Source: an optimization exercise on an open RTL-to-GDS flow (aim: small area). Production flows keep margins and buffers that such runs may drop. In this exercise RTL edits were held to simulation tests only and were not proved equivalent to the original. Power figures rest on the tool's default switching activity, not on a simulated workload.

===== flow/run.sh =====
#!/bin/bash
# synth_recipe.tcl (not shown) runs the flow's synth.tcl, then flattens the netlist and writes it again
# the make line also repeats each setting of config.mk as NAME=value (left out here)
make -C /OpenROAD-flow-scripts/flow DESIGN_CONFIG=/design/flow/config.mk WORK_HOME=/design/flow/orfs CLKGATE_MAP_FILE= SYNTH_SCRIPT=/design/flow/synth_recipe.tcl finish

===== flow/constraint.sdc =====
create_clock -name core_clock -period 10.0 [get_ports {clk}]
set_input_delay 2.0000 -clock core_clock [delete_from_list [all_inputs] [get_ports {clk}]]
set_output_delay 2.0000 -clock core_clock [all_outputs]
set_load 0.01 [all_outputs]

===== flow/design.v =====
module	square_object	(	
					input		logic	clk,
					input		logic	resetN,
					input 	logic signed	[10:0] pixelX, 
					input 	logic signed	[10:0] pixelY,
					input 	logic signed	[10:0] topLeftX,  
					input 	logic	signed [10:0] topLeftY,    
					output 	logic	[10:0] offsetX, 
					output 	logic	[10:0] offsetY,
					output	logic	drawingRequest,  
					output	logic	[7:0]	 RGBout  
);
parameter  int OBJECT_WIDTH_X = 100;
parameter  int OBJECT_HEIGHT_Y = 100;
parameter  logic [7:0] OBJECT_COLOR = 8'h5b ; 
localparam logic [7:0] TRANSPARENT_ENCODING = 8'hFF ; 
int rightX ;  
int bottomY ;
logic insideBracket ; 
assign rightX	= (topLeftX + OBJECT_WIDTH_X);
assign bottomY	= (topLeftY + OBJECT_HEIGHT_Y);
assign	insideBracket  = 	 ( (pixelX  >= topLeftX) &&  (pixelX < rightX)  
						   && (pixelY  >= topLeftY) &&  (pixelY < bottomY) )  ;  
always_ff@(posedge clk or negedge resetN)
begin
	if(!resetN) begin
		RGBout			<=	8'b0;
		drawingRequest	<=	1'b0;
	end
	else begin 
	      RGBout <= TRANSPARENT_ENCODING ;  
			drawingRequest <= 1'b0 ; 
			offsetX	<= 0;  
			offsetY	<= 0;  
		if (insideBracket)  
		begin 
			RGBout  <= OBJECT_COLOR ;	 
			drawingRequest <= 1'b1 ;
			offsetX	<= (pixelX - topLeftX);  
			offsetY	<= (pixelY - topLeftY);
		end 
	end
end 
endmodule 
module random 	
 ( 
	input	logic  clk,
	input	logic  resetN, 
	input	logic	 rise,
	output logic unsigned [SIZE_BITS-1:0] dout	
  ) ;
parameter SIZE_BITS = 8;
parameter unsigned MIN_VAL = 0;   
parameter unsigned MAX_VAL = 255;
	logic unsigned  [SIZE_BITS-1:0] counter ;
	logic rise_d  ;
always_ff @(posedge clk or negedge resetN) begin
		if (!resetN) begin
			dout <= (MAX_VAL+MIN_VAL)/2;
			counter <= MIN_VAL;
			rise_d <= 1'b0;
		end
		else begin
			counter <= counter+1;
			if ( counter >= MAX_VAL )  
				counter <=  MIN_VAL ;  
			rise_d <= rise;
			if (rise && !rise_d)  
				dout <= counter;
		end
	end
endmodule
module	GridMatrixBitMap	(	
					input	logic	clk,
					input	logic	resetN,
					input logic	[10:0] offsetX, 
					input logic	[10:0] offsetY,
					input	logic	InsideRectangle,  
					input logic random,
					input logic coin_collision,
					output	logic	drawingRequest,  
					output	logic	[7:0] RGBout,   
					output   logic coin_collect
 ) ;
localparam logic [7:0] TRANSPARENT_ENCODING = 8'hFF ; 
wire logic [1:0][0:15] [0:15] [2:0]  MazeBiMapMask= {
{{3'b01, 3'b01, 3'b01, 3'b01, 3'b01, 3'b01, 3'b01, 3'b01, 3'b01, 3'b01, 3'b01, 3'b01, 3'b01, 3'b01, 3'b01, 3'b01},
 {3'b01, 3'b10, 3'b10, 3'b10, 3'b10, 3'b10, 3'b10, 3'b01, 3'b01, 3'b01, 3'b01, 3'b01, 3'b01, 3'b01, 3'b01, 3'b01},
 {3'b10, 3'b01, 3'b01, 3'b01, 3'b01, 3'b01, 3'b10, 3'b01, 3'b01, 3'b01, 3'b01, 3'b01, 3'b01, 3'b01, 3'b01, 3'b01},
 {3'b10, 3'b01, 3'b01, 3'b01, 3'b01, 3'b01, 3'b10, 3'b01, 3'b01, 3'b01, 3'b01, 3'b01, 3'b01, 3'b01, 3'b01, 3'b01},
 {3'b10, 3'b01, 3'b01, 3'b01, 3'b01, 3'b01, 3'b10, 3'b01, 3'b01, 3'b01, 3'b01, 3'b01, 3'b01, 3'b01, 3'b01, 3'b01},
 {3'b10, 3'b01, 3'b01, 3'b01, 3'b01, 3'b01, 3'b10, 3'b01, 3'b01, 3'b01, 3'b01, 3'b01, 3'b01, 3'b01, 3'b01, 3'b01},
 {3'b10, 3'b01, 3'b01, 3'b01, 3'b01, 3'b01, 3'b10, 3'b10, 3'b10, 3'b10, 3'b10, 3'b10, 3'b10, 3'b10, 3'b01, 3'b01},
 {3'b10, 3'b01, 3'b01, 3'b01, 3'b01, 3'b01, 3'b10, 3'b10, 3'b01, 3'b01, 3'b01, 3'b10, 3'b10, 3'b10, 3'b01, 3'b01},
 {3'b10, 3'b01, 3'b01, 3'b01, 3'b01, 3'b01, 3'b10, 3'b10, 3'b10, 3'b01, 3'b01, 3'b10, 3'b01, 3'b01, 3'b01, 3'b01},
 {3'b01, 3'b01, 3'b01, 3'b10, 3'b01, 3'b01, 3'b01, 3'b01, 3'b01, 3'b01, 3'b01, 3'b10, 3'b01, 3'b01, 3'b01, 3'b01},
 {3'b01, 3'b01, 3'b01, 3'b10, 3'b01, 3'b01, 3'b01, 3'b01, 3'b10, 3'b10, 3'b10, 3'b10, 3'b01, 3'b01, 3'b01, 3'b01},
 {3'b01, 3'b01, 3'b01, 3'b10, 3'b01, 3'b01, 3'b01, 3'b01, 3'b10, 3'b01, 3'b01, 3'b10, 3'b01, 3'b01, 3'b01, 3'b01},
 {3'b01, 3'b01, 3'b01, 3'b10, 3'b01, 3'b01, 3'b01, 3'b01, 3'b10, 3'b01, 3'b01, 3'b10, 3'b01, 3'b01, 3'b01, 3'b01},
 {3'b01, 3'b01, 3'b01, 3'b10, 3'b01, 3'b01, 3'b01, 3'b01, 3'b01, 3'b01, 3'b01, 3'b01, 3'b01, 3'b01, 3'b01, 3'b01},
 {3'b01, 3'b01, 3'b01, 3'b01, 3'b01, 3'b01, 3'b01, 3'b01, 3'b01, 3'b01, 3'b01, 3'b01, 3'b10, 3'b10, 3'b10, 3'b01},
 {3'b01, 3'b01, 3'b01, 3'b01, 3'b01, 3'b01, 3'b01, 3'b01, 3'b01, 3'b01, 3'b01, 3'b01, 3'b01, 3'b01, 3'b01, 3'b01}},
 {{3'b01, 3'b01, 3'b01, 3'b01, 3'b10, 3'b10, 3'b10, 3'b10, 3'b10, 3'b01, 3'b01, 3'b01, 3'b01, 3'b01, 3'b01, 3'b01},
 {3'b01, 3'b01, 3'b10, 3'b10, 3'b10, 3'b10, 3'b10, 3'b01, 3'b10, 3'b01, 3'b01, 3'b01, 3'b01, 3'b01, 3'b01, 3'b01},
 {3'b10, 3'b01, 3'b01, 3'b01, 3'b01, 3'b01, 3'b10, 3'b01, 3'b10, 3'b01, 3'b01, 3'b01, 3'b01, 3'b01, 3'b01, 3'b01},
 {3'b10, 3'b01, 3'b01, 3'b01, 3'b01, 3'b01, 3'b10, 3'b01, 3'b10, 3'b01, 3'b01, 3'b01, 3'b01, 3'b01, 3'b01, 3'b01},
 {3'b10, 3'b10, 3'b10, 3'b10, 3'b10, 3'b01, 3'b01, 3'b01, 3'b10, 3'b01, 3'b01, 3'b01, 3'b01, 3'b01, 3'b01, 3'b01},
 {3'b10, 3'b01, 3'b01, 3'b01, 3'b01, 3'b01, 3'b10, 3'b01, 3'b01, 3'b01, 3'b01, 3'b01, 3'b01, 3'b01, 3'b01, 3'b01},
 {3'b10, 3'b10, 3'b10, 3'b10, 3'b10, 3'b10, 3'b10, 3'b10, 3'b10, 3'b10, 3'b10, 3'b10, 3'b10, 3'b10, 3'b01, 3'b01},
 {3'b10, 3'b01, 3'b01, 3'b01, 3'b01, 3'b01, 3'b10, 3'b10, 3'b10, 3'b01, 3'b01, 3'b10, 3'b10, 3'b10, 3'b01, 3'b01},
 {3'b10, 3'b01, 3'b01, 3'b01, 3'b01, 3'b01, 3'b10, 3'b10, 3'b10, 3'b01, 3'b01, 3'b10, 3'b01, 3'b01, 3'b01, 3'b01},
 {3'b01, 3'b01, 3'b01, 3'b10, 3'b01, 3'b01, 3'b01, 3'b01, 3'b01, 3'b01, 3'b01, 3'b10, 3'b01, 3'b01, 3'b01, 3'b01},
 {3'b01, 3'b10, 3'b01, 3'b10, 3'b01, 3'b01, 3'b01, 3'b01, 3'b01, 3'b10, 3'b10, 3'b10, 3'b01, 3'b01, 3'b01, 3'b01},
 {3'b01, 3'b10, 3'b01, 3'b10, 3'b01, 3'b01, 3'b01, 3'b01, 3'b10, 3'b01, 3'b01, 3'b10, 3'b01, 3'b01, 3'b01, 3'b01},
 {3'b01, 3'b10, 3'b01, 3'b10, 3'b01, 3'b01, 3'b01, 3'b01, 3'b01, 3'b01, 3'b01, 3'b10, 3'b01, 3'b01, 3'b01, 3'b01},
 {3'b01, 3'b10, 3'b10, 3'b10, 3'b01, 3'b01, 3'b01, 3'b01, 3'b01, 3'b01, 3'b01, 3'b01, 3'b01, 3'b01, 3'b01, 3'b01},
 {3'b01, 3'b01, 3'b01, 3'b01, 3'b01, 3'b01, 3'b01, 3'b01, 3'b01, 3'b01, 3'b01, 3'b01, 3'b10, 3'b10, 3'b10, 3'b01},
 {3'b10, 3'b10, 3'b10, 3'b10, 3'b10, 3'b10, 3'b10, 3'b10, 3'b10, 3'b10, 3'b10, 3'b10, 3'b10, 3'b10, 3'b10, 3'b10}}
 };
 logic [0:15] [0:15] [2:0] histo_cs;
 logic random_cs;
wire logic[0:31][0:31][7:0] object_colors = {
	{8'hff,8'hff,8'hff,8'hff,8'hff,8'hff,8'hff,8'hff,8'hff,8'hff,8'hff,8'hff,8'hff,8'hff,8'hff,8'hff,8'hff,8'hff,8'hff,8'hff,8'hff,8'hff,8'hff,8'hff,8'hff,8'hff,8'hff,8'hff,8'hff,8'hff,8'hff,8'hff},
	{8'hff,8'hff,8'hff,8'hff,8'hff,8'hff,8'hff,8'hff,8'hff,8'hff,8'hff,8'hff,8'hff,8'hff,8'hff,8'hff,8'hff,8'hff,8'hff,8'hff,8'hff,8'hff,8'hff,8'hff,8'hff,8'hff,8'hff,8'hff,8'hff,8'hff,8'hff,8'hff},
	{8'hff,8'hff,8'hff,8'hff,8'hff,8'hff,8'hff,8'hff,8'hff,8'hff,8'hff,8'hff,8'hff,8'hff,8'hff,8'hff,8'hff,8'hff,8'hff,8'hff,8'hff,8'hff,8'hff,8'hff,8'hff,8'hff,8'hff,8'hff,8'hff,8'hff,8'hff,8'hff},
	{8'hff,8'hff,8'hff,8'hff,8'hff,8'hff,8'hff,8'hff,8'hff,8'hff,8'hff,8'hff,8'hff,8'hff,8'hff,8'hff,8'hff,8'hff,8'hff,8'hff,8'hff,8'hff,8'hff,8'hff,8'hff,8'hff,8'hff,8'hff,8'hff,8'hff,8'hff,8'hff},
	{8'hff,8'hff,8'hff,8'hff,8'hff,8'hff,8'hff,8'hff,8'hff,8'hff,8'hff,8'hff,8'hff,8'hff,8'hff,8'hff,8'hff,8'hff,8'hff,8'hff,8'hff,8'hff,8'hff,8'hff,8'hff,8'hff,8'hff,8'hff,8'hff,8'hff,8'hff,8'hff},
	{8'hff,8'hff,8'hff,8'hff,8'hff,8'hff,8'hff,8'hff,8'hff,8'hff,8'hff,8'hff,8'hff,8'hff,8'h20,8'hf5,8'hf5,8'hf1,8'hf5,8'h64,8'hdf,8'hff,8'hff,8'hff,8'hff,8'hff,8'hff,8'hff,8'hff,8'hff,8'hff,8'hff},
	{8'hff,8'hff,8'hff,8'hff,8'hff,8'hff,8'hff,8'hff,8'hff,8'hff,8'hff,8'hff,8'hd1,8'hf0,8'hf0,8'hf0,8'hf0,8'hf0,8'hf0,8'hf0,8'hf0,8'hf5,8'hb6,8'hff,8'hff,8'hff,8'hff,8'hff,8'hff,8'hff,8'hff,8'hff},
	{8'hff,8'hff,8'hff,8'hff,8'hff,8'hff,8'hff,8'hff,8'hff,8'hff,8'h64,8'hf0,8'hf0,8'hf0,8'hf0,8'hf0,8'hf0,8'hf0,8'hf0,8'hf0,8'hf0,8'hf0,8'hf0,8'hd1,8'hff,8'hff,8'hff,8'hff,8'hff,8'hff,8'hff,8'hff},
	{8'hff,8'hff,8'hff,8'hff,8'hff,8'hff,8'hff,8'hff,8'hff,8'h84,8'hf0,8'hf0,8'hf0,8'hf0,8'hf0,8'hf0,8'hf0,8'hf0,8'hf0,8'hf0,8'hf0,8'hf0,8'hf0,8'hf0,8'hb1,8'hff,8'hff,8'hff,8'hff,8'hff,8'hff,8'hff},
	{8'hff,8'hff,8'hff,8'hff,8'hff,8'hff,8'hff,8'hff,8'h6d,8'hf0,8'hf0,8'hf0,8'hf0,8'hf0,8'hf0,8'hf0,8'hf0,8'hf0,8'hf0,8'hf0,8'hf0,8'hf0,8'hf0,8'hf0,8'hf0,8'had,8'hff,8'hff,8'hff,8'hff,8'hff,8'hff},
	{8'hff,8'hff,8'hff,8'hff,8'hff,8'hff,8'hff,8'hff,8'hf0,8'hf0,8'hf0,8'hf0,8'hf0,8'hf0,8'hf0,8'hf0,8'hf0,8'hf0,8'hf0,8'hf0,8'hf0,8'hf0,8'hf0,8'hf0,8'hf0,8'hf0,8'h6d,8'hff,8'hff,8'hff,8'hff,8'hff},
	{8'hff,8'hff,8'hff,8'hff,8'hff,8'hff,8'hff,8'h64,8'hf0,8'hf0,8'hf0,8'hf0,8'hf0,8'hf0,8'hf0,8'hf0,8'hf0,8'hf4,8'hf0,8'hf0,8'hf0,8'hf0,8'hf0,8'hf0,8'hf0,8'hf0,8'hf5,8'hff,8'hff,8'hff,8'hff,8'hff},
	{8'hff,8'hff,8'hff,8'hff,8'hff,8'hff,8'hff,8'hf0,8'hf0,8'hf0,8'hf0,8'hf0,8'hf0,8'hf0,8'hf0,8'hf0,8'hf0,8'h00,8'hf0,8'hf0,8'hf0,8'hf0,8'hf0,8'hf0,8'hf0,8'hf0,8'hf0,8'hda,8'hff,8'hff,8'hff,8'hff},
	{8'hff,8'hff,8'hff,8'hff,8'hff,8'hff,8'h20,8'hf0,8'hf0,8'hf0,8'hf0,8'hf0,8'hf0,8'hf0,8'hf0,8'hf0,8'hac,8'h00,8'hf5,8'hf0,8'hf0,8'hf0,8'hf0,8'hf0,8'hf0,8'hf0,8'hf0,8'h64,8'hff,8'hff,8'hff,8'hff},
	{8'hff,8'hff,8'hff,8'hff,8'hff,8'hff,8'had,8'hf0,8'hf0,8'hf0,8'hf0,8'hf0,8'hf0,8'hf0,8'hf0,8'h00,8'hf1,8'hf5,8'h20,8'hf0,8'hf0,8'hf0,8'hf0,8'hf0,8'hf0,8'hf0,8'hf0,8'hf5,8'hff,8'hff,8'hff,8'hff},
	{8'hff,8'hff,8'hff,8'hff,8'hff,8'hff,8'hf5,8'hf0,8'hf0,8'hf0,8'hf0,8'hf0,8'hf0,8'hf0,8'hf0,8'h00,8'hf5,8'hf0,8'hf0,8'hf0,8'hf0,8'hf0,8'hf0,8'hf0,8'hf0,8'hf0,8'hf0,8'hf0,8'hff,8'hff,8'hff,8'hff},
	{8'hff,8'hff,8'hff,8'hff,8'hff,8'hff,8'hf5,8'hf0,8'hf0,8'hf0,8'hf0,8'hf0,8'hf0,8'hf0,8'hf0,8'hf1,8'h00,8'h20,8'hf0,8'hf4,8'hf0,8'hf0,8'hf0,8'hf0,8'hf0,8'hf0,8'hf0,8'hf0,8'hff,8'hff,8'hff,8'hff},
	{8'hff,8'hff,8'hff,8'hff,8'hff,8'hff,8'hf5,8'hf0,8'hf0,8'hf0,8'hf0,8'hf0,8'hf0,8'hf0,8'hf0,8'hf0,8'hf0,8'hf5,8'h00,8'hf4,8'hf0,8'hf0,8'hf0,8'hf0,8'hf0,8'hf0,8'hf0,8'hf0,8'hff,8'hff,8'hff,8'hff},
	{8'hff,8'hff,8'hff,8'hff,8'hff,8'hff,8'hd1,8'hf0,8'hf0,8'hf0,8'hf0,8'hf0,8'hf0,8'hf0,8'hf0,8'hf0,8'hf0,8'hf4,8'h00,8'hf4,8'hf0,8'hf0,8'hf0,8'hf0,8'hf0,8'hf0,8'hf0,8'hf5,8'hff,8'hff,8'hff,8'hff},
	{8'hff,8'hff,8'hff,8'hff,8'hff,8'hff,8'h24,8'hf0,8'hf0,8'hf0,8'hf0,8'hf0,8'hf0,8'hf0,8'hf0,8'h00,8'h20,8'h00,8'h00,8'hf0,8'hf0,8'hf0,8'hf0,8'hf0,8'hf0,8'hf0,8'hf0,8'h8d,8'hff,8'hff,8'hff,8'hff},
	{8'hff,8'hff,8'hff,8'hff,8'hff,8'hff,8'hff,8'hf0,8'hf0,8'hf0,8'hf0,8'hf0,8'hf0,8'hf0,8'hf0,8'hf0,8'h00,8'hf0,8'hf0,8'hf0,8'hf0,8'hf0,8'hf0,8'hf0,8'hf0,8'hf0,8'hf0,8'hdb,8'hff,8'hff,8'hff,8'hff},
	{8'hff,8'hff,8'hff,8'hff,8'hff,8'hff,8'hff,8'hac,8'hf0,8'hf0,8'hf0,8'hf0,8'hf0,8'hf0,8'hf0,8'hf0,8'hf5,8'hf0,8'hf0,8'hf0,8'hf0,8'hf0,8'hf0,8'hf0,8'hf0,8'hf0,8'hf0,8'hff,8'hff,8'hff,8'hff,8'hff},
	{8'hff,8'hff,8'hff,8'hff,8'hff,8'hff,8'hff,8'hff,8'hf0,8'hf0,8'hf0,8'hf0,8'hf0,8'hf0,8'hf0,8'hf0,8'hf0,8'hf0,8'hf0,8'hf0,8'hf0,8'hf0,8'hf0,8'hf0,8'hf0,8'hf0,8'h6d,8'hff,8'hff,8'hff,8'hff,8'hff},
	{8'hff,8'hff,8'hff,8'hff,8'hff,8'hff,8'hff,8'hff,8'h24,8'hf0,8'hf0,8'hf0,8'hf0,8'hf0,8'hf0,8'hf0,8'hf0,8'hf0,8'hf0,8'hf0,8'hf0,8'hf0,8'hf0,8'hf0,8'hf0,8'hf1,8'hff,8'hff,8'hff,8'hff,8'hff,8'hff},
	{8'hff,8'hff,8'hff,8'hff,8'hff,8'hff,8'hff,8'hff,8'hff,8'hd1,8'hf0,8'hf0,8'hf0,8'hf0,8'hf0,8'hf0,8'hf0,8'hf0,8'hf0,8'hf0,8'hf0,8'hf0,8'hf0,8'hf0,8'hf5,8'hff,8'hff,8'hff,8'hff,8'hff,8'hff,8'hff},
	{8'hff,8'hff,8'hff,8'hff,8'hff,8'hff,8'hff,8'hff,8'hff,8'hff,8'h64,8'hf0,8'hf0,8'hf0,8'hf0,8'hf0,8'hf0,8'hf0,8'hf0,8'hf0,8'hf0,8'hf0,8'hf0,8'hd1,8'hff,8'hff,8'hff,8'hff,8'hff,8'hff,8'hff,8'hff},
	{8'hff,8'hff,8'hff,8'hff,8'hff,8'hff,8'hff,8'hff,8'hff,8'hff,8'hff,8'hda,8'hf5,8'hf0,8'hf0,8'hf0,8'hf0,8'hf0,8'hf0,8'hf4,8'hf0,8'hf0,8'h20,8'hff,8'hff,8'hff,8'hff,8'hff,8'hff,8'hff,8'hff,8'hff},
	{8'hff,8'hff,8'hff,8'hff,8'hff,8'hff,8'hff,8'hff,8'hff,8'hff,8'hff,8'hff,8'hff,8'hff,8'h24,8'hf5,8'hf5,8'hf5,8'hf5,8'h64,8'hff,8'hff,8'hff,8'hff,8'hff,8'hff,8'hff,8'hff,8'hff,8'hff,8'hff,8'hff},
	{8'hff,8'hff,8'hff,8'hff,8'hff,8'hff,8'hff,8'hff,8'hff,8'hff,8'hff,8'hff,8'hff,8'hff,8'hff,8'hff,8'hff,8'hff,8'hff,8'hff,8'hff,8'hff,8'hff,8'hff,8'hff,8'hff,8'hff,8'hff,8'hff,8'hff,8'hff,8'hff},
	{8'hff,8'hff,8'hff,8'hff,8'hff,8'hff,8'hff,8'hff,8'hff,8'hff,8'hff,8'hff,8'hff,8'hff,8'hff,8'hff,8'hff,8'hff,8'hff,8'hff,8'hff,8'hff,8'hff,8'hff,8'hff,8'hff,8'hff,8'hff,8'hff,8'hff,8'hff,8'hff},
	{8'hff,8'hff,8'hff,8'hff,8'hff,8'hff,8'hff,8'hff,8'hff,8'hff,8'hff,8'hff,8'hff,8'hff,8'hff,8'hff,8'hff,8'hff,8'hff,8'hff,8'hff,8'hff,8'hff,8'hff,8'hff,8'hff,8'hff,8'hff,8'hff,8'hff,8'hff,8'hff},
	{8'hff,8'hff,8'hff,8'hff,8'hff,8'hff,8'hff,8'hff,8'hff,8'hff,8'hff,8'hff,8'hff,8'hff,8'hff,8'hff,8'hff,8'hff,8'hff,8'hff,8'hff,8'hff,8'hff,8'hff,8'hff,8'hff,8'hff,8'hff,8'hff,8'hff,8'hff,8'hff}};
always_ff@(posedge clk or negedge resetN)
begin
	if(!resetN) begin
		RGBout <=	8'h00;
		histo_cs <= MazeBiMapMask[0];
		random_cs <= 0;
	end
	else begin
		RGBout <= TRANSPARENT_ENCODING ;
		coin_collect = 0;
		if(random != random_cs) begin
			random_cs <= random;
			histo_cs <= MazeBiMapMask[random];
		end
		if ((InsideRectangle == 1'b1 ) & (histo_cs[offsetY[8:5]][offsetX[8:5]] == 3'b01 ) && coin_collision) begin
				coin_collect = 1;
				histo_cs[offsetY[8:5]][offsetX[8:5]] <= 0;
		end
		if((InsideRectangle == 1'b1 ) & (histo_cs[offsetY[8:5]][offsetX[8:5]] == 3'b00 )) begin
				RGBout <= TRANSPARENT_ENCODING;
		end else if((InsideRectangle == 1'b1 ) & (histo_cs[offsetY[8:5] ][offsetX[8:5]] == 3'b10 ))
				RGBout <= 8'b00000011;
      else if((InsideRectangle == 1'b1 ) & (histo_cs[offsetY[8:5]][offsetX[8:5]] == 3'b01 ))
				RGBout <= object_colors[offsetY[4:0]][offsetX[4:0]];
end
end
assign drawingRequest = (RGBout != TRANSPARENT_ENCODING ) ? 1'b1 : 1'b0 ;  
endmodule
module	HART_DISPLAY	(
					input	logic	clk,
					input	logic	resetN,
					input	logic	[10:0] pixelX,
					input	logic	[10:0] pixelY,
					input	logic	[10:0] topLeftX,
					input	logic	[10:0] topLeftY,
					input	logic	coin_collision,
					input	logic	star,
					output	logic	[7:0] hartRGB,
					output	logic	HartDrawingRequest,
					output	logic	coin_collect
);
logic	[10:0] offsetX;
logic	[10:0] offsetY;
logic	boxHartDrawingRequest;
logic	[7:0] boxRGB;
logic	rand_bit;
square_object #(
	.OBJECT_WIDTH_X(512),
	.OBJECT_HEIGHT_Y(416),
	.OBJECT_COLOR(8'b01011011)
) inst11 (
	.clk(clk),
	.resetN(resetN),
	.pixelX(pixelX),
	.pixelY(pixelY),
	.topLeftX(topLeftX),
	.topLeftY(topLeftY),
	.offsetX(offsetX),
	.offsetY(offsetY),
	.drawingRequest(boxHartDrawingRequest),
	.RGBout(boxRGB)
);
random #(
	.SIZE_BITS(1),
	.MIN_VAL(0),
	.MAX_VAL(1)
) inst1 (
	.clk(clk),
	.resetN(resetN),
	.rise(star),
	.dout(rand_bit)
);
GridMatrixBitMap inst (
	.clk(clk),
	.resetN(resetN),
	.offsetX(offsetX),
	.offsetY(offsetY),
	.InsideRectangle(boxHartDrawingRequest),
	.random(rand_bit),
	.coin_collision(coin_collision),
	.drawingRequest(HartDrawingRequest),
	.RGBout(hartRGB),
	.coin_collect(coin_collect)
);
endmodule

===== flow/config.mk =====
export PLATFORM = sky130hd
export DESIGN_NAME = HART_DISPLAY
export DESIGN_NICKNAME = HART_DISPLAY
export VERILOG_FILES = /design/flow/design.v
export SDC_FILE = /design/flow/constraint.sdc
export NUM_CORES = 4
export LEC_CHECK = 0
export CAP_MARGIN = 20
export CORE_MARGIN = 2
export CORE_UTILIZATION = 40
export SLEW_MARGIN = 20

==> run notes <==
outcome=finished clean; share of cells above drive strength 1=24.35%; worst hold endpoint=inst1.counter; CP Buf/Inv Count=5; crit path DAT=approximately 8700 ps; I/O pin count=between 50 and 60; CTS tree=done; reg2reg setup slack=~1900 ps; post-synthesis cell count=4978; antenna violations before repair=20; Nets=slightly below 5000; synth unique cells=between 90 and 100; Final Hold Viols=0; Worst R2R Start=inst11.offsetX[7]; final instance area=approximately 57000 µm²; number of global-route vias before repair=roughly 44000; Critical-path top delay cell=fa_4; Crit Reg-Reg Endpoint=inst.histo_cs[677]; met1 usage=between 40% and 50%; drt pass-1 iters=6; unrepaired setup endpoints after global routing=false; Synth area leaders=dfrtp_1, mux4_2, dfstp_2; # hold bufs at CTS=0; Yosys top cell area share=25.48%; layer with the highest usage=met2; Layout Skew=between 30 and 40 ps; clock root buffer=clkbuf_16; Most used DFF post-synth=dfrtp_1; Max IR drop VDD=approximately 0.22 mV; Post-synth EDFFs=19; commonest non-fill, non-tap cell in the layout=a21oi_1; crit end category=flop; worst hold start=inst1.counter; final wirelength=~240 mm; endpoints failing setup=0; # clock sinks=800; worst min-delay path class=reg -> reg; Die Ht=around 360 µm; largest net degree at the start of global routing=slightly above 200; Post-CTS Setup Bufs=0; Worst Max-Slew Pin Slew=~1400 ps; Vias/cell=slightly above 7; DRC=0; core footprint=about 130000 µm²; Required @ worst endpoint=10550 ps; post-synthesis sequential area ratio=39.63%; Placed Area=53610 µm²; clk slew on worst S/H paths=60 ps; Max-Cap Viols=0; flops & latches, synth=800; initial core utilization=between 40% and 50%; first-pass GRT wire length=346.1 mm; achievable clock frequency=between 100 and 150 MHz; antenna-violating nets left=0; syn nets=5085; row count=131; ys async rst share=a little over nine tenths; Post-DP HPWL=between 150 and 200 mm; Worst Path Max Fanout=between 40 and 50; critical path, cell by cell=inv_1 -> ha_1 -> ha_4 -> inv_1 -> fa_4 -> inv_2 -> nand2_1 -> o31ai_1 -> o41ai_1 -> o21ai_0 -> a211o_1 -> a211oi_2 -> o32ai_4 -> buf_4 -> nor4_4 -> buf_4 -> a21oi_1; hold path depth=1; synthesized area=between 50000 and 60000 µm²; total negative slack=0 ps; overall via count from detail_route=around 47000; initial drt markers=roughly 7300; area delta synth->final=10.25%; Static Leakage=22.34 nW; final core utilization=44.52%; WL/cell=~37 µm; kind of critical path=reg -> reg; Avg Cell Area, Syn=just over 10 µm²; Synth area leader=dfrtp_1; PortBufs=57; most frequent cells in the layout=a21oi_1, nand2_1, dfrtp_1, mux4_2, nor2_1; met3 GRT Util=a little over an eighth; Largest stage delay, worst path=1400 ps; Worst Setup Start Kind=flop; Bufs on Longest Clock Path=3; Power Density=approximately 210 nW/µm²; die footprint=between 100000 and 150000 µm²; period utilisation layout=about four fifths; met2 Usage GRT=51.50%; Worst slew margin=5.066%; post_cts resized=0; Die X=roughly 360 µm; largest delay contributor family on the critical path=compound AO/OA/AOI/OAI gates; R2R cell count=17; hold slack=405.4 ps; Yosys warning count=3; clock latency on the worst-skew pair=around 740 ps; TritonCTS buffer count=94; Max Slew Vio Count=0; GRT Total Usage=between 30 and 40%; Final Wtd Congestion=1.065; Final min period=~8000 ps; GR Overflow Total=0; CTS H-tree lvls=3
## cell usage after synthesis, drive strengths merged (16+ instances only)
| master | instances |
|---|---|
| clkbuf | 259 |
| nand3 | 80 |
| mux2i | 149 |
| o22ai | 55 |
| ha | 55 |
| a221oi | 25 |
| o31ai | 16 |
| mux2 | 25 |
| nor2 | 409 |
| mux4 | 482 |
| a211oi | 24 |
| nor3 | 46 |
| nand2b | 26 |
| o21ai | 90 |
| dfstp | 256 |
| nand2 | 708 |
| buf | 232 |
| edfxtp | 19 |
| inv | 67 |
| dfrtp | 525 |
| nor4 | 37 |
| a22oi | 84 |
| nand4 | 22 |
| a31oi | 168 |
| nor2b | 28 |
| a21oi | 815 |
| xnor2 | 27 |
| a32oi | 20 |
## power breakdown
| part | switching, W | internal (W) | leakage, nW |
|---|---|---|---|
| logic | 0.00353 | 0.00146 | 10.8 |
| clock network | 0.00151 | 0.00208 | 1.55 |
| registers | 0.000116 | 0.00339 | 10.0 |
## through the flow
stage                     cells  total power, W  setup WS [ps]
after global placement     6365        0.008274           1996
after floorplan            4978        0.006218           4408
after detailed placement   6371        0.008292           2132
after CTS                  6548         0.01187           2079
final                      6551         0.01210           1860
after global routing       6549         0.01229           1713
## final cells by class
class	instances	area, µm²
well taps	1662	2079
diodes	2	5.005
multi-input cells	3617	28810
inverters	70	264.0
clock buffers	133	2761
repair buffers	223	2063
fillers	11950	70840
flip-flops and latches	800	20430
clock inverters	44	422.9
## layer usage
metal | wire (µm) | vias up | share of wire (%)
li1 | - | 18370 | -
met5 | 131 | - | 0.054
met4 | 19270 | 20 | 7.9
met1 | 90600 | 23770 | 37
met2 | 101800 | 3598 | 42
met3 | 32970 | 879 | 13
## sequential cells by signal, indices dropped and copies added (netlist names)
name / cells
inst.RGBout: 8
inst.coin_collect: 1
inst.histo_cs: 768
inst.random_cs: 1
inst1.counter: 1
inst1.dout: 1
inst1.rise_d: 1
inst11.drawingRequest: 1
inst11.offsetX: 9
inst11.offsetY: 9
## worst max path at each step
stage	depth (start not counted)	to	slack (ps)	startpoint
2_1_floorplan	25	inst.histo_cs[200]	4410	inst11.offsetX[5]
3_3_place_gp	17	inst.histo_cs[680]	2000	inst11.offsetX[7]
3_5_place_dp	17	inst.histo_cs[680]	2130	inst11.offsetX[7]
4_1_cts	17	inst.histo_cs[685]	2080	inst11.offsetX[7]
5_1_grt	17	inst.histo_cs[677]	1710	inst11.offsetX[7]
6_report	17	inst.histo_cs[677]	1860	inst11.offsetX[7]
## kinds of logic (layout without fill, tap and decap cells)
family | after synthesis | count (layout) | synth area share (%)
multiplexers | 656 | 656 | 24.49
AND/OR/NAND/NOR | 1423 | 1423 | 11.86
AO/OA/AOI/OAI | 1443 | 1443 | 16.63
buffers and inverters | 561 | 470 | 5.251
XOR/XNOR | 36 | 36 | 0.6406
adder cells (fa/ha/maj) | 59 | 59 | 1.490
flip-flops | 800 | 800 | 39.63
other | 0 | 2 | 0

what the ideal ports hide:
The results above use ideal ports. As a check the final layout listed here was re-extracted and re-timed, cells and wires unchanged.
Step 1 assumes that a clkbuf_16 drives the clock port and a buf_2 every other input.
Step 2 adds t to the input delays and takes it off the output delays; t is the mean of the earliest and latest rising clock arrival at the registers after step 1. Input paths then give back, and output paths get back, about the clock's delay inside the block.
Three values: ideal, step 1, step 2; two values: the first two.
t (ns): 0.798
setup slack, ns: 1.860 / 1.860 / 1.860
clock arrival spread, ns: 0.039 / 0.039
worst register clock-pin slew, ns: 0.07 / 0.07
After both steps setup and hold are still met in this run. The setup slack of this run moves by 0.000 ns with the drivers and by 0.000 ns with both steps.
